Background: an optimization exercise with open tools, aiming at small area. Do not read the settings as production practice. The RTL was checked by simulation tests, not by an equivalence proof against the original design. Power figures rest on the tool's default switching activity, not on a simulated workload.

==> flow/design.v (outline; a module is shown in full before it is edited, if it fits) <==
// module full_adder: 4 lines
// module half_adder: 4 lines
// module mac_row0: 82 lines
// module mac_row1: 104 lines
// module mac_row2: 105 lines
// module mac_row3: 104 lines
// module mac_row4: 110 lines
// module mac_row5: 110 lines
// module mac_fixup: 12 lines
// module systolic_data_setup_unit: 24 lines
// module matrix_multiply_unit: 110 lines
// module mmu_top: 41 lines
module mmu_top
    #(
        parameter int MATRIX_WIDTH = 6
    )(
        input   logic clk,
        input   logic rst,
        input   logic enable,
        input   logic [8*MATRIX_WIDTH-1:0] weight_data,
        input   logic weight_signed,
        input   logic load_weight,
        input   logic [7:0] weight_addr,
        input   logic activate_weight,
        input   logic [8*MATRIX_WIDTH-1:0] data_in,
        input   logic data_signed,
        output  logic [32*MATRIX_WIDTH-1:0] result
    );
  // ...
==> flow/flow/run.sh <==
#!/bin/bash
# Layout flow: the standard flow (standard.sh, unchanged synthesis, floorplan,
# power grid, placement, routing) with two settings changed:
#  - the port buffers that global placement inserts on every input and output are
#    the smallest buffer, sky130_fd_sc_hd__buf_1 (repair may still resize them);
#  - clock tree synthesis clusters up to 24 sinks within 90 um per clkbuf_16 leaf
#    buffer and inserts no dummy loads.
# Each make step's full log stays in orfs/logs/; standard.sh's own output is in flow.log.
set -euo pipefail
cd "$(dirname "$0")/.."
bash standard.sh \
  "BUFFER_PORTS_ARGS=-buffer_cell sky130_fd_sc_hd__buf_1" \
  "CTS_ARGS=-sink_clustering_enable -repair_clock_nets -sink_clustering_size 24 -sink_clustering_max_diameter 90 -buf_list sky130_fd_sc_hd__clkbuf_16 -dont_use_dummy_load" \
  finish > flow.log 2>&1
test -s out/final.def
==> flow/standard.sh <==
#!/bin/bash
# synth_recipe.tcl (not shown) runs the flow's synth.tcl, then flattens the netlist and writes it again
# the make line also repeats each setting of config.mk as NAME=value (left out here)
make -C /OpenROAD-flow-scripts/flow DESIGN_CONFIG=/design/flow/config.mk WORK_HOME=/design/flow/orfs CLKGATE_MAP_FILE= SYNTH_SCRIPT=/design/flow/synth_recipe.tcl "${@:-finish}"
==> flow/config.mk <==
export PLATFORM = sky130hd
export DESIGN_NAME = mmu_top
export DESIGN_NICKNAME = mmu_top
export VERILOG_FILES = /design/flow/design.v
export SDC_FILE = /design/flow/constraint.sdc
export NUM_CORES = 4
export LEC_CHECK = 0
export CAP_MARGIN = 20
export CORE_MARGIN = 2
export CORE_UTILIZATION = 65
export CTS_BUF_LIST = sky130_fd_sc_hd__clkbuf_16
export CTS_CLUSTER_DIAMETER = 80
export CTS_CLUSTER_SIZE = 20
export SLEW_MARGIN = 20
export SYNTH_HIERARCHICAL = 1
export SYNTH_MINIMUM_KEEP_SIZE = 0
==> flow/constraint.sdc <==
create_clock -name core_clock -period 7.0 [get_ports {clk}]
set_input_delay 1.4000 -clock core_clock [delete_from_list [all_inputs] [get_ports {clk}]]
set_output_delay 1.4000 -clock core_clock [all_outputs]
set_load 0.01 [all_outputs]
==> flow_summary.html, run 1 <==
<table>
<tr><th>Metric</th><th>Value</th></tr>
<tr><th colspan="2">Clock network</th></tr>
<tr><td>Skew-Pair Late Insertion Delay</td><td>780 ps</td></tr>
<tr><td>Clock tree from TritonCTS</td><td>yes</td></tr>
<tr><td>TritonCTS buffer count</td><td>100</td></tr>
<tr><td>CTS Hold Bufs</td><td>0</td></tr>
<tr><td>Clock slew seen by the registers of the worst setup and hold paths</td><td>100 ps</td></tr>
<tr><th colspan="2">Pwr</th></tr>
<tr><td>Power attributed to sequential cells</td><td>0.0197 W</td></tr>
<tr><td>Power Dens Cells</td><td>464 nW/um^2</td></tr>
<tr><td>Maximum resistive drop on vdd</td><td>0.000307 V</td></tr>
<tr><td>Clock share of power</td><td>0.093</td></tr>
<tr><td>Sequential cell fraction of total power</td><td>0.323</td></tr>
<tr><th colspan="2">Yosys</th></tr>
<tr><td>Synth async-reset ratio</td><td>0</td></tr>
<tr><td>Main synth FF type</td><td>sky130_fd_sc_hd__edfxtp_1</td></tr>
<tr><td>Synthesized flop and latch total</td><td>1643</td></tr>
<tr><td>List of most frequent post-synthesis cells</td><td>sky130_fd_sc_hd__fa_1 (2826), sky130_fd_sc_hd__nor2_1 (2752), sky130_fd_sc_hd__edfxtp_1 (1506), sky130_fd_sc_hd__buf_4 (924), sky130_fd_sc_hd__buf_2 (435)</td></tr>
<tr><td>Synthesis warning total</td><td>19</td></tr>
<tr><th colspan="2">STA</th></tr>
<tr><td>Setup repair after global routing missed its margin</td><td>no</td></tr>
<tr><td>Min Clock Period, post-route</td><td>5750 ps</td></tr>
<tr><td>Relative slew slack</td><td>0.282</td></tr>
<tr><td>Worst-Margin Slew</td><td>1080 ps</td></tr>
<tr><th colspan="2">Flow run</th></tr>
<tr><td>Max_cap viols</td><td>0</td></tr>
<tr><th colspan="2">Place</th></tr>
<tr><td>Number of buffer cells added on primary ports</td><td>302</td></tr>
<tr><td>Final RePlAce weighted congestion</td><td>0.881</td></tr>
<tr><td>Inst Count DP</td><td>11400</td></tr>
<tr><th colspan="2">GRT</th></tr>
<tr><td>Met3 track demand over resource in global routing</td><td>0.0412</td></tr>
<tr><td>All-Layer GR Usage</td><td>0.290</td></tr>
<tr><td>GRT met2 Usage</td><td>0.447</td></tr>
<tr><th colspan="2">Worst setup path</th></tr>
<tr><td>Biggest fanout along the worst timing path</td><td>40</td></tr>
<tr><td>Worst setup path start</td><td>matrix_multiply_unit_tpu_core.d_sgn[3]</td></tr>
<tr><td>Critical path arrival</td><td>6280 ps</td></tr>
<tr><td>Startpoint kind of the worst setup timing path</td><td>flop</td></tr>
<tr><td>Slack of the worst reg-to-reg path</td><td>1250 ps</td></tr>
<tr><th colspan="2">Routing</th></tr>
<tr><td>Detailed-routing wirelength on met1</td><td>126 mm</td></tr>
<tr><td>Met2 routed WL</td><td>135 mm</td></tr>
<tr><th colspan="2">Run status</th></tr>
<tr><td>Outcome</td><td>finished clean</td></tr>
<tr><th colspan="2">Floorplanning</th></tr>
<tr><td>Initial Util</td><td>0.652</td></tr>
<tr><td>Die footprint</td><td>211000 sq um</td></tr>
<tr><th colspan="2">Layout</th></tr>
<tr><td>Layout non-clock buf frac</td><td>0.0183</td></tr>
<tr><td>Registers with the most flip-flops</td><td>matrix_multiply_unit_tpu_core.act_wn x288, matrix_multiply_unit_tpu_core.pre_wn x288</td></tr>
<tr><td>Area overhead of the layout relative to synthesis</td><td>-2.30%</td></tr>
<tr><td>Utilization after layout</td><td>0.637</td></tr>
<tr><td>Layout Nets</td><td>12000</td></tr>
<tr><th colspan="2">Worst hold path</th></tr>
<tr><td>Hold depth</td><td>0</td></tr>
</table>
==> run 2, diff against run 1 <==
--- a/flow/config.mk
+++ b/flow/config.mk
@@ -7,7 +7,7 @@
 export LEC_CHECK = 0
 export CAP_MARGIN = 20
 export CORE_MARGIN = 2
-export CORE_UTILIZATION = 65
+export CORE_UTILIZATION = 72
 export CTS_BUF_LIST = sky130_fd_sc_hd__clkbuf_16
 export CTS_CLUSTER_DIAMETER = 80
 export CTS_CLUSTER_SIZE = 20
==> run 2 against run 1 <==
Still clean; via count up 0.80%; total power fell by 0.38%; flip-flop and latch count did not move; first-iteration DRC count is 2.3% higher; worst setup slack got worse by 5.9 ps; clock skew is 20 ps lower; sequential power about the same; clock power decreased by 4.8%; non-clock buffer count grew 5; largest cell class unchanged.
==> flow_summary.html, run 2 <==
<table>
<tr><th>Metric</th><th>Value</th></tr>
<tr><th colspan="2">Worst setup path</th></tr>
<tr><td>Worst setup endpoint</td><td>matrix_multiply_unit_tpu_core.g_col[3].u4[18]</td></tr>
<tr><td>CP max stage delay</td><td>670 ps</td></tr>
<tr><td>Startpoint kind of the worst setup timing path</td><td>flop</td></tr>
<tr><td>Startpoint-to-endpoint class of the critical path</td><td>flop to flop</td></tr>
<tr><td>R2r endpoint</td><td>matrix_multiply_unit_tpu_core.g_col[3].u4[18]</td></tr>
<tr><td>Critical path arrival</td><td>6250 ps (-30 ps)</td></tr>
<tr><td>Critical path required time</td><td>7500 ps</td></tr>
<tr><td>Cell with the largest stage delay on the worst path</td><td>sky130_fd_sc_hd__edfxtp_1</td></tr>
<tr><td>Worst-case reg-to-reg path depth</td><td>13</td></tr>
<tr><td>Kind of end point of the critical path</td><td>flop</td></tr>
<tr><td>Slack of the worst reg-to-reg path</td><td>1240 ps (about the same)</td></tr>
<tr><td>Biggest fanout along the worst timing path</td><td>10 (-75%)</td></tr>
<tr><td>Cell breakdown of the critical path</td><td>nand2b_1 -&gt; nor2_1 -&gt; fa_1 -&gt; fa_1 -&gt; fa_1 -&gt; fa_1 -&gt; fa_1 -&gt; fa_1 -&gt; fa_1 -&gt; fa_1 -&gt; fa_1 -&gt; ha_1 -&gt; xor3_1</td></tr>
<tr><td>Worst reg2reg path startpoint</td><td>matrix_multiply_unit_tpu_core.act_wn[4][31]</td></tr>
<tr><td>CP most frequent cell</td><td>sky130_fd_sc_hd__fa_1</td></tr>
<tr><td>Worst setup path start</td><td>matrix_multiply_unit_tpu_core.act_wn[4][31]</td></tr>
<tr><th colspan="2">Layout</th></tr>
<tr><td>Area overhead of the layout relative to synthesis</td><td>-2.69%</td></tr>
<tr><td>Layout Nets</td><td>12000 (-0.025%)</td></tr>
<tr><td>Most common cell after layout, fill and taps aside</td><td>sky130_fd_sc_hd__fa_1</td></tr>
<tr><td>Fraction of layout cells with a size suffix above 1</td><td>0.0242</td></tr>
<tr><td>Utilization after layout</td><td>0.706 (+0.0686)</td></tr>
<tr><td>Most frequent cells in the layout</td><td>sky130_fd_sc_hd__fa_1 (2826), sky130_fd_sc_hd__nor2_1 (2752), sky130_fd_sc_hd__edfxtp_1 (1506), sky130_fd_sc_hd__buf_1 (300), sky130_fd_sc_hd__and2_1 (294)</td></tr>
<tr><td>Multi-input combinational cell area</td><td>74800 sq um</td></tr>
<tr><td>Final Instance Area</td><td>131000 sq um</td></tr>
<tr><td>Fin cells</td><td>11200</td></tr>
<tr><td>Fillers</td><td>12700</td></tr>
<tr><td>Registers with the most flip-flops</td><td>matrix_multiply_unit_tpu_core.act_wn x288, matrix_multiply_unit_tpu_core.pre_wn x288</td></tr>
<tr><td>Footprint of the flip-flops and latches</td><td>48000 sq um</td></tr>
<tr><th colspan="2">Yosys</th></tr>
<tr><td>Average cell area after synthesis</td><td>13.7 sq um</td></tr>
<tr><td>Mapped Area</td><td>135000 sq um</td></tr>
<tr><td>Main synth FF type</td><td>sky130_fd_sc_hd__edfxtp_1</td></tr>
<tr><td>Synth async-reset ratio</td><td>0 (unchanged)</td></tr>
<tr><td>Netlist cell types</td><td>29</td></tr>
<tr><td>Cell accounting for the most synthesized area</td><td>sky130_fd_sc_hd__fa_1</td></tr>
<tr><td>Post-synth top area share</td><td>0.420</td></tr>
<tr><td>List of most frequent post-synthesis cells</td><td>sky130_fd_sc_hd__fa_1 (2826), sky130_fd_sc_hd__nor2_1 (2752), sky130_fd_sc_hd__edfxtp_1 (1506), sky130_fd_sc_hd__buf_4 (924), sky130_fd_sc_hd__buf_2 (435)</td></tr>
<tr><td>Syn nets</td><td>13100</td></tr>
<tr><td>Number of instances in the synthesized netlist</td><td>9827</td></tr>
<tr><td>Synthesis warning total</td><td>19 (unchanged)</td></tr>
<tr><td>Synthesized flop and latch total</td><td>1643 (unchanged)</td></tr>
<tr><td>Number of enable flip-flop cells after synthesis</td><td>1506</td></tr>
<tr><td>Leading cell types by total area after synthesis</td><td>sky130_fd_sc_hd__fa_1 (42%), sky130_fd_sc_hd__edfxtp_1 (34%), sky130_fd_sc_hd__nor2_1 (7.7%), sky130_fd_sc_hd__buf_4 (5.1%), sky130_fd_sc_hd__ha_1 (2.7%)</td></tr>
<tr><td>Share of the yosys chip area belonging to registers</td><td>0.356</td></tr>
<tr><td>Count leader, synth</td><td>sky130_fd_sc_hd__fa_1</td></tr>
<tr><th colspan="2">Pwr</th></tr>
<tr><td>Lkg Pwr</td><td>53.9 nW</td></tr>
<tr><td>Power Dens Cells</td><td>464 nW/um^2 (about the same)</td></tr>
<tr><td>Pwr Total</td><td>0.0608 W</td></tr>
<tr><td>Maximum resistive drop on vdd</td><td>0.000299 V (-2.8%)</td></tr>
<tr><th colspan="2">STA</th></tr>
<tr><td>Period utilisation layout</td><td>0.822</td></tr>
<tr><td>Worst-Margin Slew</td><td>1050 ps (-29.2 ps)</td></tr>
<tr><td>TNS Setup</td><td>0 ps</td></tr>
<tr><td>Relative slew slack</td><td>0.302 (+0.0194)</td></tr>
<tr><td>Max Clk Rate</td><td>174 MHz</td></tr>
<tr><td>Min Clock Period, post-route</td><td>5760 ps (+5.93 ps)</td></tr>
<tr><td>Count of pins over their slew limit</td><td>0</td></tr>
<tr><td>Layout Skew</td><td>47.1 ps</td></tr>
<tr><td>Final Hold Violating Endpoints</td><td>0</td></tr>
<tr><td>Setup repair after global routing missed its margin</td><td>no</td></tr>
<tr><td>Final Setup Violations</td><td>0</td></tr>
<tr><th colspan="2">Clock network</th></tr>
<tr><td>CTS H-Tree Depth</td><td>3</td></tr>
<tr><td>Clock tree from TritonCTS</td><td>yes</td></tr>
<tr><td>Total clock sinks</td><td>1643</td></tr>
<tr><td>TritonCTS buffer count</td><td>92 (-8.0%)</td></tr>
<tr><td>Root buf cell</td><td>sky130_fd_sc_hd__clkbuf_16</td></tr>
<tr><td>Clock slew seen by the registers of the worst setup and hold paths</td><td>90 ps (about the same)</td></tr>
<tr><td>Skew-Pair Late Insertion Delay</td><td>760 ps (-20 ps)</td></tr>
<tr><td>Maximum number of buffers from clock root to sink</td><td>3</td></tr>
<tr><td>Number of resized instances in the post-cts repair step</td><td>0</td></tr>
<tr><td>CTS Hold Bufs</td><td>0 (unchanged)</td></tr>
<tr><td>Post-CTS setup-driven buffer insertion count</td><td>0</td></tr>
<tr><th colspan="2">Floorplanning</th></tr>
<tr><td>Standard-cell rows</td><td>158</td></tr>
<tr><td>Initial Util</td><td>0.726 (+0.0731)</td></tr>
<tr><td>Horiz. Die Dim</td><td>437 um</td></tr>
<tr><td>Die outline height</td><td>437 um</td></tr>
<tr><td>Die footprint</td><td>191000 sq um (-9.6%)</td></tr>
<tr><td>Placeable core region</td><td>186000 sq um</td></tr>
<tr><td>Count of pins on the block boundary</td><td>303</td></tr>
<tr><th colspan="2">GRT</th></tr>
<tr><td>Initial antenna violation count</td><td>19</td></tr>
<tr><td>Overflow left after global routing</td><td>0</td></tr>
<tr><td>Maximum number of pins on one net before global-route repair</td><td>159</td></tr>
<tr><td>All-Layer GR Usage</td><td>0.314 (+0.0242)</td></tr>
<tr><td>First-pass GRT wire length</td><td>447 mm</td></tr>
<tr><td>Vias in the first global route</td><td>76200</td></tr>
<tr><th colspan="2">Place</th></tr>
<tr><td>Area after detailed placement</td><td>129000 sq um</td></tr>
<tr><td>Final RePlAce weighted congestion</td><td>0.904 (+2.5%)</td></tr>
<tr><td>Inst Count DP</td><td>11100 (-1.9%)</td></tr>
<tr><td>Placed wire-length estimate</td><td>218 mm</td></tr>
<tr><td>Number of buffer cells added on primary ports</td><td>302 (unchanged)</td></tr>
<tr><th colspan="2">Routing</th></tr>
<tr><td>First-pass iteration count of the detailed router</td><td>5</td></tr>
<tr><td>Antenna-violating nets left</td><td>0</td></tr>
<tr><td>Post-DR vias/cell</td><td>6.01</td></tr>
<tr><td>Starting DRT DRC Count</td><td>5976</td></tr>
<tr><td>Detailed-route via count</td><td>67600</td></tr>
<tr><td>Average wire per cell in the routed design</td><td>25.4 um</td></tr>
<tr><td>DRC violation count after routing</td><td>0</td></tr>
<tr><td>Final WL</td><td>285 mm</td></tr>
<tr><th colspan="2">Run status</th></tr>
<tr><td>Outcome</td><td>finished clean</td></tr>
<tr><th colspan="2">Flow run</th></tr>
<tr><td>Max_cap viols</td><td>0 (unchanged)</td></tr>
<tr><th colspan="2">Worst hold path</th></tr>
<tr><td>Hold WC Path Type</td><td>flop to flop</td></tr>
</table>
## run 2: changes by cell type in the layout (fill, tap and decap cells not counted), moves of 2 or more
cell,previous run,this run
sky130_fd_sc_hd__diode_2,5,7
sky130_fd_sc_hd__buf_4,55,67
sky130_fd_sc_hd__clkbuf_16,100,92
sky130_fd_sc_hd__buf_12,43,36
## run 2: worst min path at each step
stage	startpoint	endpoint	slack, ps	cells past startpoint
final	matrix_multiply_unit_tpu_core.pre_wn[5][46]	matrix_multiply_unit_tpu_core.act_wn[5][46]	390	0
after global routing	matrix_multiply_unit_tpu_core.pre_wn[5][46]	matrix_multiply_unit_tpu_core.act_wn[5][46]	400	0
after detailed placement	matrix_multiply_unit_tpu_core.pre_wn[0][16]	matrix_multiply_unit_tpu_core.act_wn[0][16]	400	0
after global placement	matrix_multiply_unit_tpu_core.pre_wn[3][5]	matrix_multiply_unit_tpu_core.act_wn[3][5]	400	0
after floorplan	matrix_multiply_unit_tpu_core.pre_s[0]	matrix_multiply_unit_tpu_core.act_s[0]	400	0
after CTS	matrix_multiply_unit_tpu_core.pre_wn[5][46]	matrix_multiply_unit_tpu_core.act_wn[5][46]	400	0
## run 2: report_power, final
part           internal [W]  switching, W  leakage [nW]  total [W]
logic                0.0169        0.0188          36.8     0.0357
clock network       0.00233       0.00306          1.13    0.00539
registers            0.0177       0.00199          16.0     0.0197
total                0.0370        0.0239          53.9     0.0608
## run 2: stage by stage
stage / setup WS, ps / hold WS [ps]
after CTS: 1240 / 395
final: 1240 / 393
after detailed placement: 1260 / 405
after global placement: 1370 / 400
after floorplan: 1470 / 400
after global routing: 1100 / 400
## run 2: critical path, delay by kind of cell (launching register included)
kind | cells | cell delay, ps
xor+xnor | 1 | 180
simple gates | 2 | 750
flops | 1 | 670
fa+ha+maj | 10 | 3900
## run 2: layout make-up
class,count,share of cell area
multi-input combinational,6445,0.570
sequential,1643,0.366
inverter,168,0.00481
antenna,7,0.000134
clock buffer,92,0.0175
tap,2480,0.0236
timing repair buffer,405,0.0180
## run 2: per-layer routing
layer / part of all wire / GRT usage / vias up
li1: - / - / 27600
met1: 0.40 / 0.457 / 36000
met2: 0.46 / 0.485 / 3349
met3: 0.085 / 0.0514 / 616
met4: 0.048 / 0.133 / 0
met5: 0 / 0 / -
## run 2: kinds of logic (layout without fill, tap and decap cells)
| group | after synthesis | in the layout | share of synthesized area |
|---|---|---|---|
| AOI/OAI and AO/OA | 6 | 6 | 0.000390 |
| other | 0 | 7 | 0 |
| and+or+nand+nor | 3164 | 3164 | 0.0958 |
| DFF | 1643 | 1643 | 0.356 |
| xor gates and xnor gates | 37 | 37 | 0.00307 |
| buffers and inverters | 1739 | 665 | 0.0895 |
| muxes | 122 | 122 | 0.00906 |
| adders and majority gates | 3116 | 3116 | 0.446 |
## run 2: Yosys stat by module, one instance, submodules excluded, excerpt
module / times used / cell area [sq um] / flops+latches
mac_row2: 6 / 617 / 0
mac_row0: 6 / 562 / 0
mac_row1: 6 / 618 / 0
full_adder: 2826 / 20.0 / 0
mac_fixup: 6 / 159 / 0
mac_row5: 6 / 648 / 0
mac_row3: 6 / 626 / 0
mac_row4: 6 / 614 / 0
half_adder: 276 / 12.5 / 0
==> run 3, diff against run 2 <==
==> flow/flow/run.sh (replaced) <==
#!/bin/bash
# Layout flow: the standard flow (standard.sh, unchanged synthesis, floorplan,
# power grid, placement, routing) with two settings changed:
#  - the port buffers that global placement inserts on every input and output are
#    the smallest buffer, sky130_fd_sc_hd__buf_1 (repair may still resize them);
#  - clock tree synthesis clusters up to 28 sinks within 100 um per clkbuf_16 leaf
#    buffer and inserts no dummy loads.
# Each make step's full log stays in orfs/logs/; standard.sh's own output is in flow.log.
set -euo pipefail
cd "$(dirname "$0")/.."
bash standard.sh \
  "BUFFER_PORTS_ARGS=-buffer_cell sky130_fd_sc_hd__buf_1" \
  "CTS_ARGS=-sink_clustering_enable -repair_clock_nets -sink_clustering_size 28 -sink_clustering_max_diameter 100 -buf_list sky130_fd_sc_hd__clkbuf_16 -dont_use_dummy_load" \
  finish > flow.log 2>&1
test -s out/final.def
==> flow/config.mk (replaced) <==
export PLATFORM = sky130hd
export DESIGN_NAME = mmu_top
export DESIGN_NICKNAME = mmu_top
export VERILOG_FILES = /design/flow/design.v
export SDC_FILE = /design/flow/constraint.sdc
export NUM_CORES = 4
export LEC_CHECK = 0
export CAP_MARGIN = 10
export CORE_MARGIN = 2
export CORE_UTILIZATION = 65
export SLEW_MARGIN = 10
export SYNTH_HIERARCHICAL = 1
export SYNTH_MINIMUM_KEEP_SIZE = 0
==> run 3 against run 2 <==
Still clean; clock skew rose by 46 ps; combinational power barely moved; utilization fell by 7.1 points; maximum frequency barely moved; critical path depth did not move; wire length rose by 2.6%; non-clock buffer count fell by 5; critical endpoint is now matrix_multiply_unit_tpu_core.g_col[2].u3[18].
==> flow_summary.html, run 3 <==
<table>
<tr><th>Metric</th><th>Value</th></tr>
<tr><th colspan="2">Yosys</th></tr>
<tr><td>Netlist cell types</td><td>29 (unchanged)</td></tr>
<tr><td>Synthesized flop and latch total</td><td>1643 (unchanged)</td></tr>
<tr><td>Count leader, synth</td><td>sky130_fd_sc_hd__fa_1</td></tr>
<tr><td>Share of the yosys chip area belonging to registers</td><td>0.356 (unchanged)</td></tr>
<tr><td>Cell accounting for the most synthesized area</td><td>sky130_fd_sc_hd__fa_1</td></tr>
<tr><td>Number of instances in the synthesized netlist</td><td>9827 (unchanged)</td></tr>
<tr><td>List of most frequent post-synthesis cells</td><td>sky130_fd_sc_hd__fa_1 (2826), sky130_fd_sc_hd__nor2_1 (2752), sky130_fd_sc_hd__edfxtp_1 (1506), sky130_fd_sc_hd__buf_4 (924), sky130_fd_sc_hd__buf_2 (435)</td></tr>
<tr><td>Syn nets</td><td>13100 (unchanged)</td></tr>
<tr><td>Number of enable flip-flop cells after synthesis</td><td>1506 (unchanged)</td></tr>
<tr><td>Average cell area after synthesis</td><td>13.7 sq um (unchanged)</td></tr>
<tr><td>Post-synth top area share</td><td>0.420 (unchanged)</td></tr>
<tr><td>Synth async-reset ratio</td><td>0 (unchanged)</td></tr>
<tr><td>Main synth FF type</td><td>sky130_fd_sc_hd__edfxtp_1</td></tr>
<tr><td>Leading cell types by total area after synthesis</td><td>sky130_fd_sc_hd__fa_1 (42%), sky130_fd_sc_hd__edfxtp_1 (34%), sky130_fd_sc_hd__nor2_1 (7.7%), sky130_fd_sc_hd__buf_4 (5.1%), sky130_fd_sc_hd__ha_1 (2.7%)</td></tr>
<tr><td>Synthesis warning total</td><td>19 (unchanged)</td></tr>
<tr><td>Mapped Area</td><td>135000 sq um (unchanged)</td></tr>
<tr><th colspan="2">Flow run</th></tr>
<tr><td>Max_cap viols</td><td>0 (unchanged)</td></tr>
<tr><th colspan="2">Clock network</th></tr>
<tr><td>Number of resized instances in the post-cts repair step</td><td>0 (unchanged)</td></tr>
<tr><td>Root buf cell</td><td>sky130_fd_sc_hd__clkbuf_16</td></tr>
<tr><td>Clock slew seen by the registers of the worst setup and hold paths</td><td>110 ps (+20 ps)</td></tr>
<tr><td>TritonCTS buffer count</td><td>81 (-12%)</td></tr>
<tr><td>Clock tree from TritonCTS</td><td>yes</td></tr>
<tr><td>CTS H-Tree Depth</td><td>3 (unchanged)</td></tr>
<tr><td>Total clock sinks</td><td>1643 (unchanged)</td></tr>
<tr><td>Skew-Pair Late Insertion Delay</td><td>770 ps (about the same)</td></tr>
<tr><td>CTS Hold Bufs</td><td>0 (unchanged)</td></tr>
<tr><td>Post-CTS setup-driven buffer insertion count</td><td>0 (unchanged)</td></tr>
<tr><td>Maximum number of buffers from clock root to sink</td><td>3 (unchanged)</td></tr>
<tr><th colspan="2">Routing</th></tr>
<tr><td>Average wire per cell in the routed design</td><td>25.6 um (+0.76%)</td></tr>
<tr><td>Post-DR vias/cell</td><td>5.84 (-2.9%)</td></tr>
<tr><td>Starting DRT DRC Count</td><td>5959 (-0.28%)</td></tr>
<tr><td>Antenna-violating nets left</td><td>0 (unchanged)</td></tr>
<tr><td>DRC violation count after routing</td><td>0 (unchanged)</td></tr>
<tr><td>First-pass iteration count of the detailed router</td><td>6 (+1)</td></tr>
<tr><td>Final WL</td><td>293 mm (+2.6%)</td></tr>
<tr><td>Detailed-route via count</td><td>66800 (-1.1%)</td></tr>
<tr><th colspan="2">Layout</th></tr>
<tr><td>Most frequent cells in the layout</td><td>sky130_fd_sc_hd__fa_1 (2826), sky130_fd_sc_hd__nor2_1 (2752), sky130_fd_sc_hd__edfxtp_1 (1506), sky130_fd_sc_hd__buf_1 (300), sky130_fd_sc_hd__and2_1 (294)</td></tr>
<tr><td>Layout Nets</td><td>12000 (-0.13%)</td></tr>
<tr><td>Registers with the most flip-flops</td><td>matrix_multiply_unit_tpu_core.act_wn x288, matrix_multiply_unit_tpu_core.pre_wn x288</td></tr>
<tr><td>Most common cell after layout, fill and taps aside</td><td>sky130_fd_sc_hd__fa_1</td></tr>
<tr><td>Final Instance Area</td><td>131000 sq um (about the same)</td></tr>
<tr><td>Fin cells</td><td>11400 (+1.8%)</td></tr>
<tr><td>Area overhead of the layout relative to synthesis</td><td>-2.65% (about the same)</td></tr>
<tr><td>Fraction of layout cells with a size suffix above 1</td><td>0.0223 (-0.00190)</td></tr>
<tr><th colspan="2">GRT</th></tr>
<tr><td>GRT met2 Usage</td><td>0.448 (-0.0375)</td></tr>
<tr><td>Overflow left after global routing</td><td>0 (unchanged)</td></tr>
<tr><td>All-Layer GR Usage</td><td>0.290 (-0.0246)</td></tr>
<tr><td>Met3 track demand over resource in global routing</td><td>0.0396 (-0.0118)</td></tr>
<tr><td>First-pass GRT wire length</td><td>456 mm (+2.0%)</td></tr>
<tr><td>Vias in the first global route</td><td>75200 (-1.4%)</td></tr>
<tr><td>Maximum number of pins on one net before global-route repair</td><td>163 (+2.5%)</td></tr>
<tr><td>Initial antenna violation count</td><td>15 (-4)</td></tr>
<tr><td>Met1 GRT Util</td><td>0.433 (-0.0239)</td></tr>
<tr><td>Most congested layer reported by global routing</td><td>met2</td></tr>
<tr><th colspan="2">Pwr</th></tr>
<tr><td>P_int</td><td>0.0367 W (-0.71%)</td></tr>
<tr><td>Sequential cell fraction of total power</td><td>0.326 (+0.002)</td></tr>
<tr><td>Clock share of power</td><td>0.084 (-0.005)</td></tr>
<tr><td>Switching power total</td><td>0.0238 W (-0.17%)</td></tr>
<tr><td>Pwr Total</td><td>0.0605 W (-0.49%)</td></tr>
<tr><td>Switching share of power</td><td>0.394 (+0.00130)</td></tr>
<tr><td>Power Dens Cells</td><td>461 nW/um^2 (-0.53%)</td></tr>
<tr><td>Lkg Pwr</td><td>53.8 nW (-0.24%)</td></tr>
<tr><td>Maximum resistive drop on vdd</td><td>0.000279 V (-6.6%)</td></tr>
<tr><td>Part of the total power dissipated in combinational logic</td><td>0.590 (+0.002)</td></tr>
<tr><th colspan="2">Worst setup path</th></tr>
<tr><td>Worst-case reg-to-reg path depth</td><td>13 (unchanged)</td></tr>
<tr><td>Startpoint-to-endpoint class of the critical path</td><td>flop to flop</td></tr>
<tr><td>Biggest fanout along the worst timing path</td><td>40 (+30)</td></tr>
<tr><td>Critical path required time</td><td>7510 ps (about the same)</td></tr>
<tr><td>Kind of end point of the critical path</td><td>flop</td></tr>
<tr><td>Critical path arrival</td><td>6270 ps (+20 ps)</td></tr>
<tr><td>Startpoint kind of the worst setup timing path</td><td>flop</td></tr>
<tr><th colspan="2">STA</th></tr>
<tr><td>Final Setup Violations</td><td>0 (unchanged)</td></tr>
<tr><td>TNS Setup</td><td>0 ps (unchanged)</td></tr>
<tr><td>Final Hold Violating Endpoints</td><td>0 (unchanged)</td></tr>
<tr><td>Setup repair after global routing missed its margin</td><td>no</td></tr>
<tr><td>Period utilisation layout</td><td>0.822 (about the same)</td></tr>
<tr><td>Min Clock Period, post-route</td><td>5760 ps (+0.140 ps)</td></tr>
<tr><td>Setup ws final</td><td>1240 ps (-0.140 ps)</td></tr>
<tr><td>Layout Skew</td><td>93.3 ps (+46.2 ps)</td></tr>
<tr><td>Relative slew slack</td><td>0.293 (-0.00900)</td></tr>
<tr><td>Count of pins over their slew limit</td><td>0 (unchanged)</td></tr>
<tr><td>Worst-Margin Slew</td><td>1060 ps (+13.5 ps)</td></tr>
<tr><td>Max Clk Rate</td><td>174 MHz (about the same)</td></tr>
<tr><th colspan="2">Run status</th></tr>
<tr><td>Outcome</td><td>finished clean</td></tr>
<tr><th colspan="2">Floorplanning</th></tr>
<tr><td>Placeable core region</td><td>207000 sq um (+11%)</td></tr>
<tr><td>Die outline height</td><td>459 um (+5.2%)</td></tr>
<tr><td>Initial Util</td><td>0.652 (-0.0731)</td></tr>
<tr><td>Horiz. Die Dim</td><td>459 um (+5.2%)</td></tr>
<tr><td>Die footprint</td><td>211000 sq um (+11%)</td></tr>
<tr><td>Count of pins on the block boundary</td><td>303 (unchanged)</td></tr>
<tr><td>Standard-cell rows</td><td>167 (+5.7%)</td></tr>
<tr><th colspan="2">Place</th></tr>
<tr><td>Area after detailed placement</td><td>129000 sq um (+0.26%)</td></tr>
<tr><td>Final RePlAce weighted congestion</td><td>0.881 (-2.5%)</td></tr>
<tr><td>Post-placement setup slack</td><td>1260 ps (+6.10 ps)</td></tr>
<tr><td>Number of buffer cells added on primary ports</td><td>302 (unchanged)</td></tr>
<tr><td>Placed wire-length estimate</td><td>223 mm (+2.2%)</td></tr>
<tr><td>Inst Count DP</td><td>11400 (+2.0%)</td></tr>
<tr><th colspan="2">Worst hold path</th></tr>
<tr><td>Hold WC Path Type</td><td>flop to flop</td></tr>
<tr><td>Hold depth</td><td>0 (unchanged)</td></tr>
</table>
run 3: layout make-up:
cell class	instances	area, sq um
antenna	6	15.0
tap	2704	3380
multi-input combinational	6445	74800
clock buffer	81	2030
timing repair buffer	400	2410
inverter	168	631
fill	15400	75400
sequential	1643	48000
run 3: per-layer routing:
metal	part of all wire	routed length, um
met2	0.46	135000
met5	0	0
met4	0.038	11100
met3	0.072	21100
met1	0.43	126000
run 3: worst max-delay path: stages (launching register included):
cell                       delay, ps
sky130_fd_sc_hd__edfxtp_1        770
sky130_fd_sc_hd__buf_12          340
sky130_fd_sc_hd__and2_1          220
sky130_fd_sc_hd__fa_1            390
sky130_fd_sc_hd__fa_1            420
sky130_fd_sc_hd__fa_1            440
sky130_fd_sc_hd__fa_1            410
sky130_fd_sc_hd__fa_1            390
sky130_fd_sc_hd__fa_1            390
sky130_fd_sc_hd__fa_1            390
sky130_fd_sc_hd__fa_1            390
sky130_fd_sc_hd__fa_1            390
sky130_fd_sc_hd__fa_1            380
sky130_fd_sc_hd__xor2_1          170
run 3: modules after synthesis, one instance, submodules excluded, a selection:
module	cell area, sq um	times used	cells
mac_row4	614	6	124
full_adder	20.0	2826	1
mac_row0	562	6	118
mac_row5	648	6	124
mac_row1	618	6	119
mac_row3	626	6	120
run 3: power groups by stage:
stage	Clock, W	Combinational (W)	Sequential [W]
2_1_floorplan	0	0.0442	0.0191
3_3_place_gp	0	0.0347	0.0200
3_5_place_dp	0	0.0363	0.0200
4_1_cts	0.00531	0.0365	0.0198
5_1_grt	0.00558	0.0419	0.0201
6_report	0.00511	0.0357	0.0197
run 3: logic make-up (layout without fill, tap and decap cells):
| logic type | count (synthesis) | count (layout) | synth area share |
|---|---|---|---|
| xor+xnor | 37 | 37 | 0.00307 |
| fa+ha+maj | 3116 | 3116 | 0.446 |
| simple gates | 3164 | 3164 | 0.0958 |
| mux | 122 | 122 | 0.00906 |
| compound gates | 6 | 6 | 0.000390 |
| buf+inv | 1739 | 649 | 0.0895 |
| flops | 1643 | 1643 | 0.356 |
| other cells | 0 | 6 | 0 |
run 3: metrics by stage:
stage                     hold slack (ps)  utilization
after floorplan                       400            -
final                                 327        0.635
after global routing                  327        0.635
after CTS                             322        0.635
after detailed placement              405        0.625
after global placement                400        0.625
run 3: worst paths after layout:
| path | startpoint | to | slack, ps |
|---|---|---|---|
| hold reg to reg | matrix_multiply_unit_tpu_core.pre_wn[4][15] | matrix_multiply_unit_tpu_core.act_wn[4][15] | 330 |
| setup reg to reg | matrix_multiply_unit_tpu_core.d_sgn[3] | matrix_multiply_unit_tpu_core.g_col[2].u3[18] | 1240 |
| hold / removal | matrix_multiply_unit_tpu_core.pre_wn[4][15] | matrix_multiply_unit_tpu_core.act_wn[4][15] | 330 |
| setup / recovery | matrix_multiply_unit_tpu_core.d_sgn[3] | matrix_multiply_unit_tpu_core.g_col[2].u3[18] | 1240 |
==> run 4, diff against run 3 <==
--- a/flow/config.mk
+++ b/flow/config.mk
@@ -7,7 +7,7 @@
 export LEC_CHECK = 0
 export CAP_MARGIN = 10
 export CORE_MARGIN = 2
-export CORE_UTILIZATION = 65
+export CORE_UTILIZATION = 75
 export SLEW_MARGIN = 10
 export SYNTH_HIERARCHICAL = 1
 export SYNTH_MINIMUM_KEEP_SIZE = 0
==> run 4 against run 3 <==
Largest power group unchanged; still clean on timing, DRC and antenna; global-route usage is 3.3 points higher; die area is 13% lower; sequential power hardly changed; clock-buffer cell count is 9 lower; largest cell class unchanged; utilization is 9.5 points higher; non-clock buffer count is 12 higher; synthesized cell count stayed put; synthesized area stayed put; total power is 0.69% lower; clock skew is 48 ps lower; highest routed layer is now met5; worst hold slack better by 70 ps; via count is 0.95% higher.
==> flow_summary.html, run 4 <==
<table>
<tr><th>Metric</th><th>Value</th></tr>
<tr><th colspan="2">Worst hold path</th></tr>
<tr><td>Min-Delay Startpoint</td><td>matrix_multiply_unit_tpu_core.pre_wn[5][16]</td></tr>
<tr><td>Hold WC Path Type</td><td>flop to flop</td></tr>
<tr><th colspan="2">STA</th></tr>
<tr><td>Layout Skew</td><td>45.5 ps (-47.9 ps)</td></tr>
<tr><td>Worst-Margin Slew</td><td>1060 ps (-5.50 ps)</td></tr>
<tr><td>Final Setup Violations</td><td>0 (unchanged)</td></tr>
<tr><td>Min Clock Period, post-route</td><td>5950 ps (+189 ps)</td></tr>
<tr><td>Relative slew slack</td><td>0.296 (+0.00366)</td></tr>
<tr><td>Setup repair after global routing missed its margin</td><td>no</td></tr>
<tr><td>Period utilisation layout</td><td>0.849 (+0.0271)</td></tr>
<tr><td>Max Clk Rate</td><td>168 MHz (-3.2%)</td></tr>
<tr><td>Count of pins over their slew limit</td><td>0 (unchanged)</td></tr>
<tr><td>Final Hold Violating Endpoints</td><td>0 (unchanged)</td></tr>
<tr><td>Setup ws final</td><td>1050 ps (-189 ps)</td></tr>
<tr><td>TNS Setup</td><td>0 ps (unchanged)</td></tr>
<tr><th colspan="2">GRT</th></tr>
<tr><td>Overflow left after global routing</td><td>0 (unchanged)</td></tr>
<tr><td>Vias in the first global route</td><td>75700 (+0.72%)</td></tr>
<tr><td>Most congested layer reported by global routing</td><td>met2</td></tr>
<tr><td>GRT met2 Usage</td><td>0.503 (+0.0553)</td></tr>
<tr><td>Met1 GRT Util</td><td>0.469 (+0.0366)</td></tr>
<tr><td>Met3 track demand over resource in global routing</td><td>0.0520 (+0.0124)</td></tr>
<tr><td>Initial antenna violation count</td><td>15 (unchanged)</td></tr>
<tr><td>All-Layer GR Usage</td><td>0.322 (+0.0327)</td></tr>
<tr><td>Maximum number of pins on one net before global-route repair</td><td>159 (-2.5%)</td></tr>
<tr><td>First-pass GRT wire length</td><td>442 mm (-3.0%)</td></tr>
<tr><th colspan="2">Floorplanning</th></tr>
<tr><td>Die outline height</td><td>428 um (-6.8%)</td></tr>
<tr><td>Horiz. Die Dim</td><td>428 um (-6.8%)</td></tr>
<tr><td>Standard-cell rows</td><td>155 (-7.2%)</td></tr>
<tr><td>Die footprint</td><td>183000 sq um (-13%)</td></tr>
<tr><td>Initial Util</td><td>0.755 (+0.102)</td></tr>
<tr><td>Placeable core region</td><td>179000 sq um (-14%)</td></tr>
<tr><td>Count of pins on the block boundary</td><td>303 (unchanged)</td></tr>
<tr><th colspan="2">Clock network</th></tr>
<tr><td>Number of resized instances in the post-cts repair step</td><td>0 (unchanged)</td></tr>
<tr><td>Root buf cell</td><td>sky130_fd_sc_hd__clkbuf_16</td></tr>
<tr><td>CTS H-Tree Depth</td><td>3 (unchanged)</td></tr>
<tr><td>Clock tree from TritonCTS</td><td>yes</td></tr>
<tr><td>Clock slew seen by the registers of the worst setup and hold paths</td><td>100 ps (about the same)</td></tr>
<tr><td>Skew-Pair Late Insertion Delay</td><td>740 ps (-30 ps)</td></tr>
<tr><td>Post-CTS setup-driven buffer insertion count</td><td>0 (unchanged)</td></tr>
<tr><td>Maximum number of buffers from clock root to sink</td><td>3 (unchanged)</td></tr>
<tr><td>CTS Hold Bufs</td><td>0 (unchanged)</td></tr>
<tr><td>Total clock sinks</td><td>1643 (unchanged)</td></tr>
<tr><td>TritonCTS buffer count</td><td>72 (-11%)</td></tr>
<tr><th colspan="2">Worst setup path</th></tr>
<tr><td>Biggest fanout along the worst timing path</td><td>18 (-55%)</td></tr>
<tr><td>Critical path required time</td><td>7480 ps (-30 ps)</td></tr>
<tr><td>Cell with the largest stage delay on the worst path</td><td>sky130_fd_sc_hd__edfxtp_1</td></tr>
<tr><td>Kind of end point of the critical path</td><td>flop</td></tr>
<tr><td>Worst setup path start</td><td>matrix_multiply_unit_tpu_core.d_byten[2][2]</td></tr>
<tr><td>Cell breakdown of the critical path</td><td>nor2_1 -&gt; fa_1 -&gt; fa_1 -&gt; fa_1 -&gt; fa_1 -&gt; fa_1 -&gt; fa_1 -&gt; ha_1 -&gt; fa_1 -&gt; fa_1 -&gt; fa_1 -&gt; fa_1</td></tr>
<tr><td>Worst reg2reg path startpoint</td><td>matrix_multiply_unit_tpu_core.d_byten[2][2]</td></tr>
<tr><td>Startpoint-to-endpoint class of the critical path</td><td>flop to flop</td></tr>
<tr><td>CP max stage delay</td><td>1050 ps (+280 ps)</td></tr>
<tr><td>CP most frequent cell</td><td>sky130_fd_sc_hd__fa_1</td></tr>
<tr><td>Startpoint kind of the worst setup timing path</td><td>flop</td></tr>
<tr><td>Critical path arrival</td><td>6430 ps (+160 ps)</td></tr>
<tr><th colspan="2">Layout</th></tr>
<tr><td>Footprint of the flip-flops and latches</td><td>48000 sq um (unchanged)</td></tr>
<tr><td>Layout Nets</td><td>12000 (+0.025%)</td></tr>
<tr><td>Multi-input combinational cell area</td><td>74800 sq um (about the same)</td></tr>
<tr><td>Fraction of layout cells with a size suffix above 1</td><td>0.0227 (+0.000336)</td></tr>
<tr><td>Most common cell after layout, fill and taps aside</td><td>sky130_fd_sc_hd__fa_1</td></tr>
<tr><td>Fillers</td><td>11600 (-25%)</td></tr>
<tr><td>Registers with the most flip-flops</td><td>matrix_multiply_unit_tpu_core.act_wn x288, matrix_multiply_unit_tpu_core.pre_wn x288</td></tr>
<tr><td>Area overhead of the layout relative to synthesis</td><td>-3.21%</td></tr>
<tr><td>Most frequent cells in the layout</td><td>sky130_fd_sc_hd__fa_1 (2826), sky130_fd_sc_hd__nor2_1 (2752), sky130_fd_sc_hd__edfxtp_1 (1506), sky130_fd_sc_hd__buf_1 (300), sky130_fd_sc_hd__and2_1 (294)</td></tr>
<tr><td>Utilization after layout</td><td>0.731 (+0.0955)</td></tr>
<tr><th colspan="2">Routing</th></tr>
<tr><td>Final WL</td><td>282 mm (-3.7%)</td></tr>
<tr><td>Starting DRT DRC Count</td><td>5876 (-1.4%)</td></tr>
<tr><td>Detailed-route via count</td><td>67500 (+0.95%)</td></tr>
<tr><td>Average wire per cell in the routed design</td><td>25.4 um (-0.68%)</td></tr>
<tr><td>DRC violation count after routing</td><td>0 (unchanged)</td></tr>
<tr><td>Antenna-violating nets left</td><td>0 (unchanged)</td></tr>
<tr><td>First-pass iteration count of the detailed router</td><td>8 (+2)</td></tr>
<tr><td>Post-DR vias/cell</td><td>6.08 (+4.1%)</td></tr>
<tr><th colspan="2">Pwr</th></tr>
<tr><td>Power Dens Cells</td><td>461 nW/um^2 (-0.12%)</td></tr>
<tr><td>Pwr Total</td><td>0.0601 W (-0.69%)</td></tr>
<tr><td>Lkg Pwr</td><td>53.7 nW (-0.22%)</td></tr>
<tr><td>Maximum resistive drop on vdd</td><td>0.000288 V (+3.2%)</td></tr>
<tr><th colspan="2">Yosys</th></tr>
<tr><td>Cell accounting for the most synthesized area</td><td>sky130_fd_sc_hd__fa_1</td></tr>
<tr><td>Largest family of logic cells by synthesized area</td><td>adder cells</td></tr>
<tr><td>Leading cell types by total area after synthesis</td><td>sky130_fd_sc_hd__fa_1 (42%), sky130_fd_sc_hd__edfxtp_1 (34%), sky130_fd_sc_hd__nor2_1 (7.7%), sky130_fd_sc_hd__buf_4 (5.1%), sky130_fd_sc_hd__ha_1 (2.7%)</td></tr>
<tr><td>Synthesis warning total</td><td>19 (unchanged)</td></tr>
<tr><td>Synthesized flop and latch total</td><td>1643 (unchanged)</td></tr>
<tr><td>Syn nets</td><td>13100 (unchanged)</td></tr>
<tr><td>Main synth FF type</td><td>sky130_fd_sc_hd__edfxtp_1</td></tr>
<tr><td>List of most frequent post-synthesis cells</td><td>sky130_fd_sc_hd__fa_1 (2826), sky130_fd_sc_hd__nor2_1 (2752), sky130_fd_sc_hd__edfxtp_1 (1506), sky130_fd_sc_hd__buf_4 (924), sky130_fd_sc_hd__buf_2 (435)</td></tr>
<tr><td>Share of the yosys chip area belonging to registers</td><td>0.356 (unchanged)</td></tr>
<tr><td>Fraction of synthesized cell area in xor and xnor cells</td><td>0.00307 (unchanged)</td></tr>
<tr><td>Number of instances in the synthesized netlist</td><td>9827 (unchanged)</td></tr>
<tr><td>Share of the synthesized area in compound gates (AO/OA/AOI/OAI)</td><td>0.000390 (unchanged)</td></tr>
<tr><td>Number of enable flip-flop cells after synthesis</td><td>1506 (unchanged)</td></tr>
<tr><td>Arithmetic-cell share of the synthesized area counting full adders, half adders and majority gates</td><td>0.446 (unchanged)</td></tr>
<tr><td>Average cell area after synthesis</td><td>13.7 sq um (unchanged)</td></tr>
<tr><td>Multiplexer share of the synthesized area</td><td>0.00906 (unchanged)</td></tr>
<tr><td>Post-synth top area share</td><td>0.420 (unchanged)</td></tr>
<tr><td>Simple-gate share of the synthesized area</td><td>0.0958 (unchanged)</td></tr>
<tr><td>Mapped Area</td><td>135000 sq um (unchanged)</td></tr>
<tr><td>Count leader, synth</td><td>sky130_fd_sc_hd__fa_1</td></tr>
<tr><td>Synth async-reset ratio</td><td>0 (unchanged)</td></tr>
<tr><td>Netlist cell types</td><td>29 (unchanged)</td></tr>
<tr><th colspan="2">Place</th></tr>
<tr><td>Number of buffer cells added on primary ports</td><td>302 (unchanged)</td></tr>
<tr><td>Placed wire-length estimate</td><td>216 mm (-3.1%)</td></tr>
<tr><td>Post-placement setup slack</td><td>1030 ps (-239 ps)</td></tr>
<tr><td>Final RePlAce weighted congestion</td><td>0.906 (+2.8%)</td></tr>
<tr><th colspan="2">Run status</th></tr>
<tr><td>Outcome</td><td>finished clean</td></tr>
<tr><th colspan="2">Flow run</th></tr>
<tr><td>Max_cap viols</td><td>0 (unchanged)</td></tr>
</table>
run 4: power breakdown:
| part | switching, W | internal [W] |
|---|---|---|
| logic | 0.0188 | 0.0169 |
| clock network | 0.00293 | 0.00185 |
| registers | 0.00198 | 0.0177 |
run 4: layout make-up:
| cell class | count | share of cell area |
|---|---|---|
| inverter | 168 | 0.00483 |
| timing repair buffer | 412 | 0.0178 |
| multi-input combinational | 6445 | 0.573 |
| clock buffer | 72 | 0.0138 |
| antenna | 3 | 0.0000575 |
| tap | 2355 | 0.0226 |
| sequential | 1643 | 0.368 |
run 4: cells by family (layout without fill, tap and decap cells):
group / count (synthesis) / in the layout
AND/OR/NAND/NOR: 3164 / 3164
other: 0 / 3
multiplexers: 122 / 122
flip-flops: 1643 / 1643
XOR/XNOR: 37 / 37
AO/OA/AOI/OAI: 6 / 6
buffers and inverters: 1739 / 652
adder cells (fa/ha/maj): 3116 / 3116
run 4: path summary, 6_finish.rpt:
path                                                                       to  slack [ps]  cells after the start
worst min register to register    matrix_multiply_unit_tpu_core.act_wn[5][16]         400                      0
worst min-delay path              matrix_multiply_unit_tpu_core.act_wn[5][16]         400                      0
worst max-delay path            matrix_multiply_unit_tpu_core.g_col[0].u2[12]        1050                     12
worst max register to register  matrix_multiply_unit_tpu_core.g_col[0].u2[12]        1050                     12
run 4: metal layers:
layer,vias up,part of all wire
li1,27600,-
met1,35800,0.40
met2,3494,0.47
met3,592,0.088
met4,2,0.046
met5,-,0.000046
run 4: Yosys stat by module (local to each module, per instance), a selection:
| module | copies in the design | cells | area [sq um] |
|---|---|---|---|
| mac_row5 | 6 | 124 | 648 |
| mac_fixup | 6 | 21 | 159 |
| full_adder | 2826 | 1 | 20.0 |
| mac_row3 | 6 | 120 | 626 |
| half_adder | 276 | 1 | 12.5 |
| mac_row2 | 6 | 119 | 617 |
| mac_row0 | 6 | 118 | 562 |
| mac_row1 | 6 | 119 | 618 |
| mac_row4 | 6 | 124 | 614 |
run 4: metrics by stage:
stage	hold WS, ps	area, sq um	std cells
final	397	131000	11100
after detailed placement	405	129000	11000
after floorplan	400	135000	9827
after global routing	413	130000	11100
after CTS	394	130000	11100
after global placement	400	129000	11000
run 4: worst max-delay path, delay by kind of cell (launching register included):
family	cells	cell delay, ps
fa+ha+maj	11	4400
flops	1	1050
simple gates	1	200

-- what the ideal ports hide --
How much do the figures lean on ideal ports? The routed layouts below were timed once more, with nothing changed but the port constraints.
Step 1, drivers: a clkbuf_16 drives clk and a buf_2 each remaining input, both assumed.
Step 2 moves the port delays by t, midway between the first and last clock arrival at a register: inputs arrive t later, outputs are due t later. That takes back most of the time a late clock gives input paths.
Slacks: ideal ports / drivers / drivers and shift; pairs: ideal ports / drivers.
run | shift t [ns] | setup slack, ns | worst hold slack (ns) | latest minus earliest clock arrival (ns) | pins driven straight from the clock port
run 1 | 0.839 | 1.250 / 1.250 / 1.250 | 0.384 / 0.384 / 0.384 | 0.072 / 0.073 | 1
run 2 | 0.827 | 1.244 / 1.244 / 1.244 | 0.393 / 0.393 / 0.393 | 0.058 / 0.059 | 1
run 3 | 0.812 | 1.243 / 1.243 / 1.243 | 0.327 / 0.327 / 0.327 | 0.095 / 0.094 | 1
run 4 | 0.811 | 1.054 / 1.054 / 1.054 | 0.397 / 0.397 / 0.397 | 0.052 / 0.052 | 1
After both steps setup and hold are still met in every run listed.
